Background: an optimization exercise with open tools, aiming at small area. Do not read the settings as production practice. At most, simulation tests tie the RTL to the original design; equivalence was not proved. Power is estimated from default activity; no workload was simulated.

v22:
Design alu, start of the top module:
module alu (
    input wire clk,
    input wire reset,
    input wire [3:0] opcode,
    input wire [15:0] operand_a,
    input wire [15:0] operand_b,
    output reg [15:0] result,
    output wire overflow_flag
);
Size: ~560 cells after synthesis, ~4900 sq um of cells after synthesis.
==> flow/config.mk <==
export PLATFORM = sky130hd
export DESIGN_NAME = alu
export DESIGN_NICKNAME = alu
export VERILOG_FILES = /design/flow/design.v
export SDC_FILE = /design/flow/constraint.sdc
export NUM_CORES = 4
export LEC_CHECK = 0
export CAP_MARGIN = 20
export CORE_MARGIN = 2
export CORE_UTILIZATION = 72
export CTS_BUF_LIST = sky130_fd_sc_hd__clkbuf_4
export GPL_TIMING_DRIVEN = 0
export SLEW_MARGIN = 20
export SYNTH_HIERARCHICAL = 1
export SYNTH_MINIMUM_KEEP_SIZE = 0
==> flow/constraint.sdc <==
create_clock -name core_clock -period 6.5 [get_ports {clk}]
set_input_delay 1.3000 -clock core_clock [delete_from_list [all_inputs] [get_ports {clk}]]
set_output_delay 1.3000 -clock core_clock [all_outputs]
set_load 0.01 [all_outputs]
standard.sh (not shown) runs the stock make flow with config.mk's settings and CLKGATE_MAP_FILE= SYNTH_SCRIPT=/design/flow/synth_recipe.tcl, a recipe that flattens the netlist after the stock synthesis.
==> flow/flow/run.sh <==
#!/bin/bash
# Layout flow: the standard flow (standard.sh), with two changes:
#  - synthesis is the standard synthesis script, except that the final ABC
#    mapping uses an area-oriented script (flow/abc_area.script) instead of
#    ORFS's delay-oriented one; timing is then repaired by OpenROAD as usual.
#  - port buffers are sky130_fd_sc_hd__buf_1 instead of the default choice.
# Each tool's output goes to a log file in this folder.
set -euo pipefail
W=$(pwd)
ABC=$W/flow/abc_area.script
# synthesis script: ORFS synth.tcl with the abc script swapped
sed "s#^  log_cmd abc {\*}\$abc_args#  lset abc_args 1 $ABC\n  log_cmd abc {*}\$abc_args#" \
  "$FLOW_HOME/scripts/synth.tcl" > "$W/synth_area.tcl"
grep -q "lset abc_args 1" "$W/synth_area.tcl"
sed "s#^source .*synth.tcl\$#source $W/synth_area.tcl#" "$W/synth_recipe.tcl" > "$W/synth_recipe_area.tcl"
grep -q "synth_area.tcl" "$W/synth_recipe_area.tcl"
bash standard.sh SYNTH_SCRIPT="$W/synth_recipe_area.tcl" \
  BUFFER_PORTS_ARGS="-buffer_cell sky130_fd_sc_hd__buf_1" finish > "$W/standard.log" 2>&1
==> flow/flow/abc_area.script <==
&get -n
&st
&dc2
&dch -f
&nf -R 1000
&put
topo
stime -c
Setup changes, v22 to v5
diff --git a/flow/design.v b/flow/design.v
--- a/flow/design.v
+++ b/flow/design.v
@@ -640,21 +640,21 @@
   wire x208 = x207 ^ c132;
   wire x209 = c156 ^ x208;
   wire [14:0] fsum = {c182, c180, c178, c176, c174, c172, c170, c168, c166, c164, c162, c160, c158, pp2_0, pp0_1} + {x209, s181, s179, s177, s175, s173, s171, s169, s167, s165, s163, s161, s159, s157, pp1_0};
   assign mul = {fsum[14], fsum[13], fsum[12], fsum[11], fsum[10], fsum[9], fsum[8], fsum[7], fsum[6], fsum[5], fsum[4], fsum[3], fsum[2], fsum[1], fsum[0], pp0_0};
   wire        op_arith = ~opcode[3] & ~opcode[2] & ~opcode[1];
   wire        sel_x = op_arith | (opcode == 4'b0101);
   wire        sel_mul = ~opcode[3] & opcode[1] & ~opcode[0];
   wire        sel_rev = (opcode == 4'b0111);
-  wire        sel_ag = (opcode == 4'b0011) | (opcode == 4'b0100);
+  wire        sel_and = (opcode == 4'b0011);
   wire        sel_or = (opcode == 4'b0100);
   wire [15:0] xs = ap ^ (ac & {16{op_arith}});
   wire [15:0] next = ({16{sel_x}} & xs) | ({16{sel_mul}} & mul) | ({16{sel_rev}} & mrev) |
-                     ({16{sel_ag}} & ag) | ({16{sel_or}} & operand_b);
+                     ({16{sel_and}} & ag) | ({16{sel_or}} & (operand_a | ~ap));
   always @(posedge clk or posedge reset) begin
     if (reset) begin
       result <= 16'h0000;
     end else begin
       result <= next;
     end
   end
 endmodule
--- outcome ---
- Changes observed in v5 relative to v22: net switching fraction of the power moved up; non-clock buffer count fell 5; sequential cell area share went down.
- Lower final wirelength among v5 and v22: v22
- As of v5, global-route wire length before repair had risen by a few percent compared to v22.
Function not checked in v5: the RTL went through the layout flow alone.

==> re-timing with driven ports <==
In the flow no input, the clock included, has a driving cell. The finished layouts below were timed again as built, in two steps.
Step 1 assumes that a clkbuf_16 drives the clock port and a buf_2 every other input.
Step 2 also shifts input and output timing later by t, the mid clock arrival at the registers, as if the neighbouring blocks saw the same clock.
Slacks: ideal ports / drivers / drivers and shift; pairs: ideal ports / drivers.
run	t, ns	setup WS [ns]	worst setup path at the end	latest minus earliest clock arrival (ns)	worst slew at a driven data input, ns
v22	0.302	0.144 / 0.105 / -0.160	input to register	0.008 / 0.008	0.05
v5	0.305	0.141 / 0.134 / -0.171	input to register	0.005 / 0.005	0.05
With both steps, setup timing fails in v22 and v5, where it was met with ideal ports. The setup slack of v5, which loses most, moves by -0.007 ns with the drivers and by -0.312 ns with both steps.
